This is an optimization exercise on Yosys and OpenROAD, whose aim is small area, a short achievable clock period and few clock cycles per item, not a production implementation. The RTL of this run was laid out without a check of its function.

`flow/config.mk`:
```
export PLATFORM = sky130hd
export DESIGN_NAME = FP16_div
export DESIGN_NICKNAME = FP16_div
export VERILOG_FILES = /design/flow/design.v
export SDC_FILE = /design/flow/constraint.sdc
export NUM_CORES = 4
export LEC_CHECK = 0
export CAP_MARGIN = 20
export CORE_MARGIN = 2
export CORE_UTILIZATION = 40
export SLEW_MARGIN = 20
```
`flow/constraint.sdc`:
```
create_clock -name core_clock -period 5.0 [get_ports {clk}]
set_input_delay 1.0000 -clock core_clock [delete_from_list [all_inputs] [get_ports {clk}]]
set_output_delay 1.0000 -clock core_clock [all_outputs]
set_load 0.01 [all_outputs]
```
`flow/design.v`:
```
`timescale 1ns / 1ps
module FP16_div(
    input [15:0]data_dividend,
    input [15:0]data_divisor,
    input input_valid,
    input clk,
    input rst,
    output reg [15:0]data_q,
    output reg output_update,
    output reg idle
    );
    reg [2:0]state;
    reg overflow;
    reg sign_x;
    reg sign_d;
    reg sign_q;
    reg signed [6:0]exp_x;
    reg signed [6:0]exp_d;
    reg signed [6:0]exp_q;
    reg [44:0]rm_x;
    wire [44:0]rm_x_cache1;
    wire [44:0]rm_x_cache2;
    reg [43:0]rm_d;
    reg [11:0]rm_q;
    reg [11:0]rm_q_cache;
    reg round_flag;
    reg [5:0]n;
    reg debug;
    assign rm_x_cache1 = rm_x << 1;
    assign rm_x_cache2 = rm_x[44] ? rm_x_cache1 + rm_d : rm_x_cache1 - rm_d;
    always@(posedge clk or posedge rst) begin        
        if(rst) begin
            state <= 3'd0;
        end
        else    begin
            case (state)
                3'd0 : begin                
                    if(input_valid)
                        state <= 1;
                    else
                        state <= 0;
                end
                3'd1 : begin                
                    if(overflow)
                        state <= 6;
                    else
                        state <= 2;
                end
                3'd2 : begin                
                    if(n == 0)
                        state <= 3;
                    else
                        state <= 2;
                end
                3'd3 : state <= 4;          
                3'd4 : state <= 5;          
                3'd5 : state <= 6;          
                3'd6 : state <= 0;          
            endcase
        end
    end
    always@(posedge clk)    begin
      if(rst)   begin
        output_update <= 1'b0;
        idle <= 1'b0;
        data_q <= 16'h0000;
        overflow <= 1'b0;
        sign_x <= 1'b0;
        sign_d <= 1'b0;
        exp_x <= 0;
        exp_d <= 0;
        rm_d <= 44'd0;
        rm_x <= 45'd0;
        round_flag <= 1'b0;
        n <= 6'd32;
      end
      else  begin
        case(state)
            3'd0 : begin
                output_update <= 1'b0;
                if(input_valid) begin
                    idle <= 1'b0;
                    sign_x <= data_dividend[15];
                    rm_x <= data_dividend[9:0];
                    if(data_dividend[14:10] == 5'd0)    begin
                        if(data_dividend[9:0] == 10'd0) begin    
                            exp_x <= data_dividend[14:10];
                            rm_x[10] <= 1'b0;
                        end
                        else    begin                            
                            exp_x <= 7'd1;
                            rm_x[10] <= 1'b0;
                        end
                    end
                    else    begin                                
                        exp_x <= data_dividend[14:10];
                        rm_x[10] <= 1'b1;
                    end
                    sign_d <= data_divisor[15];
                    rm_d  <= data_divisor[9:0];
                    if(data_divisor[14:10] == 5'd0)    begin
                        if(data_divisor[9:0] == 10'd0) begin    
                            exp_d <= data_divisor[14:10];
                            rm_d[10] <= 1'b0;
                            overflow <= 1'b1;
                        end
                        else    begin                            
                            exp_d <= 7'd1;
                            rm_d[10] <= 1'b0;
                            overflow <= 1'b0;
                        end
                    end
                    else    begin                                
                        exp_d <= data_divisor[14:10];
                        rm_d[10] <= 1'b1;
                        overflow <= 1'b0;
                    end
                end
                else    begin
                    idle <= 1'b1;
                    sign_x <= sign_x;
                    exp_x <= exp_x;
                    rm_x <= rm_x;
                    sign_d <= sign_d;
                    exp_d <= exp_d;
                    rm_d <= rm_d;
                    overflow <= overflow;
                end
            end
            3'd1 : begin
                exp_q <= exp_x - exp_d + 15;
                sign_q <= sign_x ^ sign_d;
                rm_x <= rm_x << 22;
                rm_d <= rm_d << 33;
                n <= 6'd32;
            end
            3'd2 : begin
                rm_x[44:1] <= rm_x_cache2[44:1];
                rm_x[0] <= ~rm_x_cache2[44];
                n <= n - 1;
            end
            3'd3 : begin
                casex(rm_x[32:0])
                    33'b1_xxxx_xxxx_xxxx_xxxx_xxxx_xxxx_xxxx_xxxx :begin
                        rm_q <= rm_x[32:22];
                        round_flag <= rm_x[21];
                        exp_q <= exp_q + 10;
                    end
                    33'b0_1xxx_xxxx_xxxx_xxxx_xxxx_xxxx_xxxx_xxxx :begin
                        rm_q <= rm_x[31:21];
                        round_flag <= rm_x[20];
                        exp_q <= exp_q + 9;
                    end
                    33'b0_01xx_xxxx_xxxx_xxxx_xxxx_xxxx_xxxx_xxxx :begin
                        rm_q <= rm_x[30:20];
                        round_flag <= rm_x[19];
                        exp_q <= exp_q + 8;
                    end
                    33'b0_001x_xxxx_xxxx_xxxx_xxxx_xxxx_xxxx_xxxx :begin
                        rm_q <= rm_x[29:19];
                        round_flag <= rm_x[18];
                        exp_q <= exp_q + 7;
                    end
                    33'b0_0001_xxxx_xxxx_xxxx_xxxx_xxxx_xxxx_xxxx :begin
                        rm_q <= rm_x[28:18];
                        round_flag <= rm_x[17];
                        exp_q <= exp_q + 6;
                    end
                    33'b0_0000_1xxx_xxxx_xxxx_xxxx_xxxx_xxxx_xxxx :begin
                        rm_q <= rm_x[27:17];
                        round_flag <= rm_x[16];
                        exp_q <= exp_q + 5;
                    end
                    33'b0_0000_01xx_xxxx_xxxx_xxxx_xxxx_xxxx_xxxx :begin
                        rm_q <= rm_x[26:16];
                        round_flag <= rm_x[15];
                        exp_q <= exp_q + 4;
                    end
                    33'b0_0000_001x_xxxx_xxxx_xxxx_xxxx_xxxx_xxxx :begin
                        rm_q <= rm_x[25:15];
                        round_flag <= rm_x[14];
                        exp_q <= exp_q + 3;
                    end
                    33'b0_0000_0001_xxxx_xxxx_xxxx_xxxx_xxxx_xxxx :begin
                        rm_q <= rm_x[24:14];
                        round_flag <= rm_x[13];
                        exp_q <= exp_q + 2;
                    end
                    33'b0_0000_0000_1xxx_xxxx_xxxx_xxxx_xxxx_xxxx :begin
                        rm_q <= rm_x[23:13];
                        round_flag <= rm_x[12];
                        exp_q <= exp_q + 1;
                    end
                    33'b0_0000_0000_01xx_xxxx_xxxx_xxxx_xxxx_xxxx :begin
                        rm_q <= rm_x[22:12];
                        round_flag <= rm_x[11];
                        exp_q <= exp_q;
                    end
                    33'b0_0000_0000_001x_xxxx_xxxx_xxxx_xxxx_xxxx :begin
                        rm_q <= rm_x[21:11];
                        round_flag <= rm_x[10];
                        exp_q <= exp_q - 1;
                    end
                    33'b0_0000_0000_0001_xxxx_xxxx_xxxx_xxxx_xxxx :begin
                        rm_q <= rm_x[20:10];
                        round_flag <= rm_x[9];
                        exp_q <= exp_q - 2;
                    end
                    33'b0_0000_0000_0000_1xxx_xxxx_xxxx_xxxx_xxxx :begin
                        rm_q <= rm_x[19:9];
                        round_flag <= rm_x[8];
                        exp_q <= exp_q - 3;
                    end
                    33'b0_0000_0000_0000_01xx_xxxx_xxxx_xxxx_xxxx :begin
                        rm_q <= rm_x[18:8];
                        round_flag <= rm_x[7];
                        exp_q <= exp_q - 4;
                    end
                    33'b0_0000_0000_0000_001x_xxxx_xxxx_xxxx_xxxx :begin
                        rm_q <= rm_x[17:7];
                        round_flag <= rm_x[6];
                        exp_q <= exp_q - 5;
                    end
                    33'b0_0000_0000_0000_0001_xxxx_xxxx_xxxx_xxxx :begin
                        rm_q <= rm_x[16:6];
                        round_flag <= rm_x[5];
                        exp_q <= exp_q - 6;
                    end
                    33'b0_0000_0000_0000_0000_1xxx_xxxx_xxxx_xxxx :begin
                        rm_q <= rm_x[15:5];
                        round_flag <= rm_x[4];
                        exp_q <= exp_q - 7;
                    end
                    33'b0_0000_0000_0000_0000_01xx_xxxx_xxxx_xxxx :begin
                        rm_q <= rm_x[14:4];
                        round_flag <= rm_x[3];
                        exp_q <= exp_q - 8;
                    end
                    33'b0_0000_0000_0000_0000_001x_xxxx_xxxx_xxxx :begin
                        rm_q <= rm_x[13:3];
                        round_flag <= rm_x[2];
                        exp_q <= exp_q - 9;
                    end
                    33'b0_0000_0000_0000_0000_0001_xxxx_xxxx_xxxx :begin
                        rm_q <= rm_x[12:2];
                        round_flag <= rm_x[1];
                        exp_q <= exp_q - 10;
                    end
                    33'b0_0000_0000_0000_0000_0000_1xxx_xxxx_xxxx :begin
                        rm_q <= rm_x[11:1];
                        round_flag <= rm_x[0];
                        exp_q <= exp_q - 11;
                    end
                    default : begin
                        rm_q <= 12'd0;
                        round_flag <= 1'b0;
                        exp_q <= 0;
                    end
                endcase
            end
            3'd4 : begin
                if(exp_q < 1)   begin
                    case(exp_q) 
                        0 : begin
                            round_flag <= rm_q[0];
                            rm_q <= rm_q >> 1;
                        end
                        -1 : begin
                            round_flag <= rm_q[1];
                            rm_q <= rm_q >> 2;
                        end
                        -2 : begin
                            round_flag <= rm_q[2];
                            rm_q <= rm_q >> 3;
                        end
                        -3 : begin
                            round_flag <= rm_q[3];
                            rm_q <= rm_q >> 4;
                        end
                        -4 : begin
                            round_flag <= rm_q[4];
                            rm_q <= rm_q >> 5;
                        end
                        -5 : begin
                            round_flag <= rm_q[5];
                            rm_q <= rm_q >> 6;
                        end
                        -6 : begin
                            round_flag <= rm_q[6];
                            rm_q <= rm_q >> 7;
                        end
                        -7 : begin
                            round_flag <= rm_q[7];
                            rm_q <= rm_q >> 8;
                        end
                        -8 : begin
                            round_flag <= rm_q[8];
                            rm_q <= rm_q >> 9;
                        end
                        -9 : begin
                            round_flag <= rm_q[9];
                            rm_q <= rm_q >> 10;
                        end
                        -10 : begin
                            round_flag <= rm_q[10];
                            rm_q <= rm_q >> 11;
                        end
                        default : begin
                            round_flag <= 1'b0;
                            rm_q <= 12'd0;
                        end
                    endcase
                    exp_q <= 0;
                end
                else    begin
                    exp_q <= exp_q;
                    rm_q <= rm_q;
                    round_flag <= round_flag;
                end
            end
            3'd5 : begin
                rm_q_cache = rm_q + round_flag;
                if(exp_q == 0)  begin
                    rm_q <= rm_q_cache;
                    if(rm_q_cache[10])    
                        exp_q <= 1;
                    else
                        exp_q <= exp_q;
                end
                else    begin
                    if(rm_q_cache[11])  begin    
                        exp_q <= exp_q + 1;
                        rm_q <= rm_q_cache >> 1;
                    end
                    else    begin
                        exp_q <= exp_q;
                        rm_q <= rm_q_cache;
                    end
                end
            end
            3'd6 : begin
                if((exp_q > 30) || overflow)
                    data_q <= {sign_q,15'h7bff};
                else if(rm_q == 12'd0)
                    data_q <= 16'h0000;
                else
                    data_q <= {sign_q,exp_q[4:0],rm_q[9:0]};
                output_update <= 1'b1;
                idle <= 1'b1;
            end
        endcase
      end
    end
endmodule
```
`flow/run.sh`:
```
#!/bin/bash
# synth_recipe.tcl (not shown) runs the flow's synth.tcl, then flattens the netlist and writes it again
# the make line also repeats each setting of config.mk as NAME=value (left out here)
make -C /OpenROAD-flow-scripts/flow DESIGN_CONFIG=/design/flow/config.mk WORK_HOME=/design/flow/orfs CLKGATE_MAP_FILE= SYNTH_SCRIPT=/design/flow/synth_recipe.tcl finish
```
==> results.cfg <==
[timing]
rsz0062_at_grt = no
fmax_mhz = 219
hold_violations = 0
drv_slew = 0
max_slew_margin_pct = 39.4
setup_viol = 0
fin_skew_ns = 0.0321
worstMarginPinSlew_ns = 0.909
min_period_ns = 4.57
min_period_over_period_pct = 91.4
tns_ns = 0

[grt]
grt_pass1_vias = 12200
overflow = 0
grtUsageTotal_pct = 28.6
antenna_found_initial = 1
grt_start_max_net_pins = 76
grt_pass1_wl_um = 71200

[floorplanning]
die_h_um = 179
num_rows = 63
dieArea_um2 = 31900
die_w_um = 179
start_util_pct = 40.9
ios = 53
coreArea_um2 = 29800

[placement]
hpwlAfterDp_um = 32600
dpl_cell_area_um2 = 13000
gp_congestion = 0.961
portBuffers = 52

[worst_setup_path]
crit_chain = buf_4 -> nor4_1 -> nand2_1 -> nor4_2 -> nand2b_1 -> nor4_1 -> nor4_1 -> ha_1 -> a21o_1 -> a21oi_1 -> o21bai_1 -> nor3_2 -> inv_1 -> a311oi_1 -> nor2_1 -> a31o_1
startpoint = rm_x[17]$_SDFFE_PP0P_
cp_top_family = simple AND/OR/NAND/NOR gates
critPathKind = flop to flop
cp_num_buf_inv = 2
worstPathRequired_ns = 5.20
r2r-start = rm_x[17]$_SDFFE_PP0P_
worstPathMaxFanout = 14
critPathLaunchType = flop
worstReg2RegEnd = exp_q[5]$_DFFE_PP_
rrSetupSlack_ns = 0.43
r2r_cells = 16
crit_arrival_ns = 4.77
end_kind = flop
critical_path_depth = 16
crit_path_end = exp_q[5]$_DFFE_PP_
crit_top_cell = nor4_1
crit_slowest_cell = nor4_1
critPathMaxStageDelay_ns = 0.56

[synthesis]
synth-seq-cells = 128
synth_area_leader_cell = dfxtp_1
synth_edf_count = 20
netlist_area_um2 = 12200
synth.area.top_cells = dfxtp_1 (17%), ha_1 (7.0%), nand2_1 (5.2%), edfxtp_1 (4.9%), a21oi_1 (4.9%)
synth_cell_types = 90
yosys_warnings = 1
syn_area_per_cell_um2 = 7.41
async_reset_ff_share_pct = 2.34
yosys.area.top_type_share_pct = 17.2
synth_fp_nets = 1755
netlist_instances = 1645
synth-seq-area-share_pct = 22.8
ys.flop_type = dfxtp_1

[clock_tree]
cts_tree = built
clk_latency_ns = 0.45
cts_num_sinks = 128
clkTransAtPathRegs_ns = 0.07
cts.path.max_buffers = 2
root_buffer = clkbuf_16
numCtsBuffers = 17
htreeDepth = 4

[routing]
route.detailed.wl_per_inst_um = 22.6
avgViaCountPerCell = 6.58
drc = 0
initialDrtViolationCount = 1808
dr.pass1.iters = 9
routed_wl_um = 45600
postRouteAntennaNets = 0
vias = 13300

[job]
maxCapViolations = 0

[cells_and_area]
finalInstanceArea_um2 = 13700
area_delta_synth_final_pct = 12.0
num-nets-final = 1727
drive_gt1_share_pct = 8.65

[hold_path]
min-delay-path-class = flop to flop

[run_status]
status = no timing/DRC/antenna violations
==> metrics by stage <==
| step | hold slack (ns) | util [%] | worst slack, ns | cells |
|---|---|---|---|---|
| after global routing | 0.489 | 45.8 | 0.0135 | 2020 |
| after detailed placement | 0.454 | 43.7 | 0.0897 | 1985 |
| after CTS | 0.463 | 45.7 | 0.0943 | 2017 |
| after global placement | 0.445 | 43.7 | 0.168 | 1985 |
| after floorplan | 0.436 | - | 1.28 | 1645 |
| final | 0.461 | 45.8 | 0.429 | 2021 |
==> worst reg2reg max path, cell delays in order, from the launching register on <==
cell and delay [ns]:
dfxtp_1 0.31, buf_4 0.19, nor4_1 0.56, nand2_1 0.26, nor4_2 0.36, nand2b_1 0.22, nor4_1 0.12, nor4_1 0.56
ha_1 0.35, a21o_1 0.15, a21oi_1 0.23, o21bai_1 0.15, nor3_2 0.20, inv_1 0.10, a311oi_1 0.29, nor2_1 0.09
a31o_1 0.21
==> sequential cells by signal, summed over array words and instances, names as in the netlist, 3 cells and up <==
| register | cells |
|---|---|
| rm_d | 22 |
| rm_q | 12 |
| data_q | 16 |
| rm_x | 45 |
| state | 3 |
| exp_d | 5 |
| exp_x | 5 |
| exp_q | 7 |
| n | 6 |
==> worst min-delay path by stage <==
stage | start | to | slack [ns] | depth (start not counted)
floorplan | exp_d[1]$_SDFFE_PP0P_ | exp_d[1]$_SDFFE_PP0P_ | 0.44 | 2
global placement | exp_d[3]$_SDFFE_PP0P_ | exp_d[3]$_SDFFE_PP0P_ | 0.45 | 2
detailed placement | exp_d[3]$_SDFFE_PP0P_ | exp_d[3]$_SDFFE_PP0P_ | 0.45 | 2
CTS | exp_d[3]$_SDFFE_PP0P_ | exp_d[3]$_SDFFE_PP0P_ | 0.46 | 2
global route | n[2]$_SDFFE_PP0N_ | n[2]$_SDFFE_PP0N_ | 0.49 | 2
finish | exp_d[3]$_SDFFE_PP0P_ | exp_d[3]$_SDFFE_PP0P_ | 0.46 | 2
==> cells in the mapped netlist (16+ instances only) <==
library cell,instances
nand2b_1,20
nand2_1,170
ha_1,68
nor3_1,36
clkbuf_1,125
xor2_1,24
o22ai_1,34
nor4_1,29
xnor2_1,50
nor2_1,136
o21ai_0,86
nand3_1,52
dfxtp_1,105
nand4_1,18
a211oi_1,17
and3_1,17
a21oi_1,119
inv_1,71
edfxtp_1,20
a31oi_1,16
a221oi_1,35
a21o_1,19
a222oi_1,33
a22oi_1,61
==> layer usage <==
metal  global-route usage, %  up-vias  wire length, µm
met5                       0        -                0
met4                    9.25        0             1070
met3                    5.69       83             4190
met2                    43.6      760            20500
met1                    40.2     6340            19900
li1                        -     6119                -
==> cell usage in the layout (no fill, tap or decap), types with 18 or more instances in the layout <==
cell             synthesis  final
a21o_1                  19     19
a21oi_1                119    119
a221oi_1                35     35
a222oi_1                33     33
a22oi_1                 61     61
buf_4                    3     58
clkbuf_16                0     19
clkdlybuf4s50_1          0     51
dfxtp_1                105    105
edfxtp_1                20     20
ha_1                    68     68
inv_1                   71     71
nand2_1                170    170
nand2b_1                20     20
nand3_1                 52     52
nand4_1                 18     18
nor2_1                 136    134
nor3_1                  36     35
nor4_1                  29     28
o21ai_0                 86     86
o22ai_1                 34     34
xnor2_1                 50     50
xor2_1                  24     24
==> cells by family (layout without fill, tap and decap cells) <==
family                   after synthesis  in the layout  synth area share [%]
AND/OR/NAND/NOR                      579            579                  23.7
buffers and inverters                229            214                  7.31
adder cells (fa/ha/maj)               75             75                  8.13
XOR/XNOR                              74             74                  5.31
AO/OA/AOI/OAI                        549            549                  31.9
multiplexers                          11             11                 0.913
other                                  0              1                     0
flip-flops                           128            128                  22.8
==> layout make-up <==
| class | count | area (µm²) |
|---|---|---|
| diodes | 1 | 2.50 |
| multi-input cells | 1288 | 8550 |
| clock inverters | 12 | 129 |
| clock buffers | 20 | 489 |
| fillers | 3022 | 16100 |
| inverters | 72 | 270 |
| flip-flops and latches | 128 | 2780 |
| well taps | 390 | 488 |
| repair buffers | 110 | 951 |
==> repair_timing <==
action	in CTS	in global routing
hold buffers	0	0
endpoints found under the setup margin	0	2
gates resized for setup	0	1
setup buffers	0	3

==> port drivers added, routing unchanged <==
The flow's constraints put no driver on any port. The routed layout listed below was extracted and timed again, unchanged, in two steps.
Step 1 (the two cells are an assumption about what drives the block):
set clk [get_ports {clk}]
set_driving_cell -lib_cell sky130_fd_sc_hd__clkbuf_16 $clk
set_driving_cell -lib_cell sky130_fd_sc_hd__buf_2 [delete_from_list [all_inputs] $clk]
Step 2 times the ports against the registers' clock, not the clock port: input delays grow and output delays shrink by t, the midpoint of the rising clock arrivals with the driver on.
a / b / c = ideal / step 1 / step 2; a / b = the first two.
t, ns: 0.487
slack for setup (ns): 0.429 / 0.429 / 0.429
latest minus earliest clock arrival (ns): 0.032 / 0.032
worst slew at a driven data input, ns: 0.06
pins driven straight from the clock port: 1
After both steps setup and hold are still met in this run. For this run, drivers alone change the setup slack by 0.000 ns; drivers and shift together by 0.000 ns.
